What follows belongs to an exercise in optimizing a design on an open flow for small area; a production flow would make more cautious choices.
In this exercise RTL edits were held to simulation tests only and were not proved equivalent to the original.
Power and IR drop assume default switching activity.

## the reference run
==> flow/design.v <==
module color_pwm
(
    input         CLK,          
    input         RST,          
    input         BUTTON,       
    output        RGB0_Red,     
    output        RGB0_Green,   
    output        RGB0_Blue     
);
    localparam [19:0] MR = 20'haaaaa;
    localparam [19:0] MS = 20'hffffd;
    localparam [19:0] MG = 20'h00015;
    reg  [19:0] yr;    
    reg  [19:0] yg;    
    reg  [19:0] ys;    
    reg  [1:0]  ka;
    reg  [1:0]  kb;
    wire check_button = ~(ka[0] | ka[1] | kb[0] | kb[1]);
    wire step         = BUTTON & check_button;
    wire [19:0] xr = yr ^ MR;
    wire [19:0] xg = yg ^ MG;
    wire [19:0] xs = ys ^ MS;
    wire [19:0] xr_next = { xr[18:0], xr[19] ^ xr[16] ^ ~(|xr[18:0]) };
    wire [19:0] xs_next = { xs[18:0], xs[19] ^ xs[16] ^ ~(|xs[18:0]) };
    wire [19:0] xg_prev = { xg[0] ^ xg[17] ^ ~(|xg[19:1]), xg[19:1] };
    wire eq_r = (yr ^ ys) == (MR ^ MS);
    wire eq_g = (yg ^ ys) == (MG ^ MS);
    always @(posedge CLK or posedge RST)
    begin
        if (RST)
        begin
            yr <= 20'd0;
            yg <= 20'd0;
            ys <= 20'd0;
            ka <= 2'd0;
            kb <= 2'd0;
        end
        else
        begin
            yr <= eq_r ? 20'd0 : (xr_next ^ MR);
            yg <= eq_g ? 20'd0 : (xg_prev ^ MG);
            if (step)
                ys <= xs_next ^ MS;
            ka <= { ka[0], ~(ka[0] | ka[1]) };
            kb <= { kb[0], ~kb[1] };
        end
    end
    assign RGB0_Red   = | yr;
    assign RGB0_Green = | yg;
    assign RGB0_Blue  = | yg;
endmodule
clock: 4.0 ns
lec_check: 0
cap_margin: 20
core_margin: 2
core_utilization: 40
place_density: 0.6
slew_margin: 20
run.sh (not shown) runs the stock make flow with config.mk's settings and CLKGATE_MAP_FILE= SYNTH_SCRIPT=/design/flow/synth_recipe.tcl, a recipe that flattens the netlist after the stock synthesis.
The reference run ran to completion and came out clean on the timing, DRC and antenna checks.
Changes in the trial run relative to the reference run:
==> flow/design.v <==
module color_pwm
(
    input         CLK,          
    input         RST,          
    input         BUTTON,       
    output        RGB0_Red,     
    output        RGB0_Green,   
    output        RGB0_Blue     
);
    localparam [19:0] MR = 20'hfb20d;
    localparam [19:0] MS = 20'h22264;
    localparam [19:0] MG = 20'h33145;
    reg         f;     
    reg  [19:0] yr;    
    reg  [19:0] yg;    
    reg  [19:0] ys;    
    reg  [1:0]  ka;
    reg  [1:0]  kb;
    wire check_button = ~(ka[0] | ka[1] | kb[0] | kb[1]);
    wire step         = BUTTON & check_button;
    wire [19:0] xr = yr ^ MR;
    wire [19:0] xg = yg ^ MG;
    wire [19:0] xs = ys ^ MS;
    wire [19:0] xr_next = { xr[18:0], xr[19] ^ xr[16] ^ ~(|xr[18:0]) };
    wire [19:0] xs_next = { xs[18:0], xs[19] ^ xs[16] ^ ~(|xs[18:0]) };
    wire [19:0] xg_prev = { xg[0] ^ xg[17] ^ ~(|xg[19:1]), xg[19:1] };
    wire eq_r = (yr ^ ys) == (MR ^ MS);
    wire eq_g = (yg ^ ys) == (MG ^ MS);
    wire [19:0] yr_first = { MR[18:0], MR[19] ^ MR[16] ^ ~(|MR[18:0]) } ^ MR;
    wire [19:0] yg_first = { MG[0] ^ MG[17] ^ ~(|MG[19:1]), MG[19:1] } ^ MG;
    always @(posedge CLK)
    begin
        if (f)
        begin
            yr <= yr_first;
            yg <= yg_first;
        end
        else
        begin
            yr <= eq_r ? 20'd0 : (xr_next ^ MR);
            yg <= eq_g ? 20'd0 : (xg_prev ^ MG);
        end
    end
    always @(posedge CLK or posedge RST)
    begin
        if (RST)
        begin
            f  <= 1'b1;
            ys <= 20'd0;
            ka <= 2'd0;
            kb <= 2'd0;
        end
        else
        begin
            f  <= 1'b0;
            if (step)
                ys <= xs_next ^ MS;
            ka <= { ka[0], ~(ka[0] | ka[1]) };
            kb <= { kb[0], ~kb[1] };
        end
    end
    assign RGB0_Red   = ~f & (| yr);
    assign RGB0_Green = ~f & (| yg);
    assign RGB0_Blue  = ~f & (| yg);
endmodule
--- outcome ---
- Of the trial run and the reference run, the run reporting the lower synthesized area was the trial run.
- Run comparison: the reference run commonest non-fill, non-tap cell in the layout sky130_fd_sc_hd__dfrtp_1; the trial run commonest non-fill, non-tap cell in the layout sky130_fd_sc_hd__dfxtp_1
- Relative to the reference run, fraction of synthesized cell area in xor and xnor cells has increased by 0.66 points in the trial run.
- [compare] base=the reference run new=the trial run: overall die area down 6.1%, footprint of the multi-input gates down about 1%, filler cell count up 16, via count up about 4.5%, worst voltage drop across the vdd grid up about 20%.
- Changes observed in the trial run relative to the reference run: share of total power in the clock network now sits higher; upper clock frequency limit now sits higher; register-to-register slack now sits lower.
- For the trial run, the most congested layer reported by global routing was met1, unlike the reference run, where it was met2.

job 105:
Another version of the RTL of color_pwm (not shown whole).
Size: about 6 I/O pins, ~0.0026 mm2 of cells after synthesis.
==> module color_pwm, before the edit <==
module color_pwm
(
    input         CLK,          
    input         RST,          
    input         BUTTON,       
    output        RGB0_Red,     
    output        RGB0_Green,   
    output        RGB0_Blue     
);
    localparam [19:0] MR = 20'h49249;
    localparam [19:0] MS = 20'h00000;
    localparam [19:0] MG = 20'h80004;
    reg  [19:0] yr;    
    reg  [19:0] yg;    
    reg  [19:0] ys;    
    reg  [1:0]  ka;
    reg  [1:0]  kb;
    wire ka0_next     = ~(ka[0] ^ ka[1]);
    wire f            = ka[0] & ka[1];           
    wire check_button = ka0_next & ~kb[0] & ~kb[1];
    wire step         = BUTTON & check_button;
    wire [19:0] xr = yr ^ MR;
    wire [19:0] xg = yg ^ MG;
    wire [19:0] xs = ys ^ MS;
    wire [19:0] xr_next = { xr[18:0], xr[19] ^ xr[16] ^ ~(|xr[18:0]) };
    wire [19:0] xs_next = { xs[18:0], xs[19] ^ xs[16] ^ ~(|xs[18:0]) };
    wire [19:0] xg_prev = { xg[0] ^ xg[17] ^ ~(|xg[19:1]), xg[19:1] };
    wire eq_r = (yr ^ ys) == (MR ^ MS);
    wire eq_g = (yg ^ ys) == (MG ^ MS);
    wire [19:0] yr_first = { MR[18:0], MR[19] ^ MR[16] ^ ~(|MR[18:0]) } ^ MR;
    wire [19:0] yg_first = { MG[0] ^ MG[17] ^ ~(|MG[19:1]), MG[19:1] } ^ MG;
    wire [19:0] ys_first = { MS[18:0], MS[19] ^ MS[16] ^ ~(|MS[18:0]) } ^ MS;
    always @(posedge CLK)
    begin
        if (f)
        begin
            yr <= yr_first;
            yg <= yg_first;
            ys <= ys_first & {20{step}};
        end
        else
        begin
            yr <= eq_r ? 20'd0 : (xr_next ^ MR);
            yg <= eq_g ? 20'd0 : (xg_prev ^ MG);
            ys <= ((xs_next ^ MS) & {20{step}}) | (ys & ~{20{step}});
        end
    end
    always @(posedge CLK or posedge RST)
    begin
        if (RST)
        begin
            ka <= 2'b11;
            kb <= 2'b00;
        end
        else
        begin
            ka <= { ka[0] & ~ka[1], ka0_next };
            kb <= { kb[0], ~kb[1] };
        end
    end
    assign RGB0_Red   = ~f & (| yr);
    assign RGB0_Green = ~f & (| yg);
    assign RGB0_Blue  = ~f & (| yg);
endmodule
Settings: LEC_CHECK=0, CAP_MARGIN=20, CORE_MARGIN=2, CORE_UTILIZATION=40, PLACE_DENSITY=0.6, SLEW_MARGIN=20; clock period 4.0 ns.
standard.sh (not shown) runs the stock make flow with config.mk's settings and CLKGATE_MAP_FILE= SYNTH_SCRIPT=/design/flow/synth_recipe.tcl, a recipe that flattens the netlist after the stock synthesis.
==> flow/flow/run.sh <==
#!/bin/bash
# Own layout flow: the standard synthesis, then the combinational logic
# re-mapped by ABC with an area-oriented script (registers, and their names
# and cell types, left exactly as the standard synthesis made them), then
# the standard layout from floorplan on, with the port buffers and the
# clock tree built from small cells and no CTS dummy loads.
# Each tool's output goes to a log file of its own in the work folder.
set -euo pipefail
W=$PWD
F=$W/flow
R=$W/orfs/results/$FLOW_PLATFORM/color_pwm/base
LIB=$FLOW_HOME/platforms/$FLOW_PLATFORM/lib/sky130_fd_sc_hd__tt_025C_1v80.lib

# 1. standard synthesis
bash standard.sh synth > $W/log_1_standard_synth.log 2>&1

# 2. re-map the combinational logic
cp $R/1_2_yosys.v $W/standard_1_2_yosys.v
DU=""
for c in $(cat $F/dont_use.txt); do DU="$DU -dont_use $c"; done
cat > $W/remap.ys <<EOF
read_liberty -ignore_miss_func $LIB
read_verilog $W/standard_1_2_yosys.v
hierarchy -top $FLOW_TOP
blackbox sky130_fd_sc_hd__*df* sky130_fd_sc_hd__dl* sky130_fd_sc_hd__conb*
flatten -noscopeinfo
opt_clean
stat -liberty $LIB
abc -script $F/remap.abc -liberty $LIB $DU
opt_clean -purge
splitnets
opt_clean -purge
insbuf -buf sky130_fd_sc_hd__buf_4 A X
write_verilog -noattr -noexpr -nohex -nodec $W/remapped_1_2_yosys.v
EOF
yosys -s $W/remap.ys > $W/log_2_remap_yosys.log 2>&1
yosys -p "read_liberty -lib $LIB; read_verilog $W/remapped_1_2_yosys.v; hierarchy -check -top $FLOW_TOP; check -assert; stat -liberty $LIB" > $W/log_2_check_yosys.log 2>&1
cp $W/remapped_1_2_yosys.v $R/1_2_yosys.v
rm -f $R/1_synth.odb $R/1_synth.sdc

# 3. standard layout from the re-mapped netlist
export BUFFER_PORTS_ARGS="-buffer_cell sky130_fd_sc_hd__buf_1"
export CTS_ARGS="-sink_clustering_enable -repair_clock_nets -dont_use_dummy_load -buf_list sky130_fd_sc_hd__clkbuf_4"
bash standard.sh finish > $W/log_3_standard_finish.log 2>&1
Other scripts of this flow, unchanged in this note and not shown: flow/flow/dont_use.txt, flow/flow/remap.abc
Setup changes, job 105 to job 104
diff --git a/flow/design.v b/flow/design.v
--- a/flow/design.v
+++ b/flow/design.v
@@ -5,13 +5,13 @@
     input         BUTTON,       
     output        RGB0_Red,     
     output        RGB0_Green,   
     output        RGB0_Blue     
 );
-    localparam [19:0] MR = 20'h49249;
-    localparam [19:0] MS = 20'h00000;
-    localparam [19:0] MG = 20'h80004;
+    localparam [19:0] MR = 20'h00000;
+    localparam [19:0] MS = 20'h80004;
+    localparam [19:0] MG = 20'h80020;
     reg  [19:0] yr;    
     reg  [19:0] yg;    
     reg  [19:0] ys;    
     reg  [1:0]  ka;
     reg  [1:0]  kb;
@@ -27,35 +27,35 @@
     wire [19:0] xg_prev = { xg[0] ^ xg[17] ^ ~(|xg[19:1]), xg[19:1] };
     wire eq_r = (yr ^ ys) == (MR ^ MS);
     wire eq_g = (yg ^ ys) == (MG ^ MS);
     wire [19:0] yr_first = { MR[18:0], MR[19] ^ MR[16] ^ ~(|MR[18:0]) } ^ MR;
     wire [19:0] yg_first = { MG[0] ^ MG[17] ^ ~(|MG[19:1]), MG[19:1] } ^ MG;
-    wire [19:0] ys_first = { MS[18:0], MS[19] ^ MS[16] ^ ~(|MS[18:0]) } ^ MS;
     always @(posedge CLK)
     begin
         if (f)
         begin
             yr <= yr_first;
             yg <= yg_first;
-            ys <= ys_first & {20{step}};
         end
         else
         begin
             yr <= eq_r ? 20'd0 : (xr_next ^ MR);
             yg <= eq_g ? 20'd0 : (xg_prev ^ MG);
-            ys <= ((xs_next ^ MS) & {20{step}}) | (ys & ~{20{step}});
         end
     end
     always @(posedge CLK or posedge RST)
     begin
         if (RST)
         begin
+            ys <= 20'd0;
             ka <= 2'b11;
             kb <= 2'b00;
         end
         else
         begin
+            if (step)
+                ys <= xs_next ^ MS;
             ka <= { ka[0] & ~ka[1], ka0_next };
             kb <= { kb[0], ~kb[1] };
         end
     end
     assign RGB0_Red   = ~f & (| yr);
[summary]
Going from job 105 to job 104, x dimension of the die shrank slightly.
Looking only at critical path depth, and setting everything else aside, the lower value of job 105 and job 104 goes to job 105.
Delta (job 104 minus job 105): total CTS buffers held; multi-input logic cell count went down 16%.
Lower initial core utilization goes to job 105 over job 104.

[separate check: timing with driven ports]
In the flow no input, the clock included, has a driving cell. The finished layouts below were timed again as built, in two steps.
Step 1 (the two cells are an assumption about what drives the block):
set clk [get_ports {CLK}]
set_driving_cell -lib_cell sky130_fd_sc_hd__clkbuf_16 $clk
set_driving_cell -lib_cell sky130_fd_sc_hd__buf_2 [delete_from_list [all_inputs] $clk]
Step 2, shift: input delay + t, output delay - t, t = (earliest + latest rising clock arrival at the registers) / 2. This alone moves slack from input paths to output paths.
Slacks: ideal / step 1 / step 2; pairs: ideal / step 1.
run | t, ns | slack for setup (ns) | latest minus earliest clock arrival (ns) | pins driven straight from the clock port
the reference run | 0.356 | 1.251 / 1.222 / 1.439 | 0.009 / 0.009 | 1
the trial run | 0.354 | 1.314 / 1.286 / 1.576 | 0.008 / 0.008 | 1
job 105 | 0.425 | 1.270 / 1.240 / 1.506 | 0.023 / 0.023 | 1
job 104 | 0.421 | 0.790 / 0.790 / 0.790 | 0.017 / 0.016 | 1
After both steps every run listed still meets setup and hold.
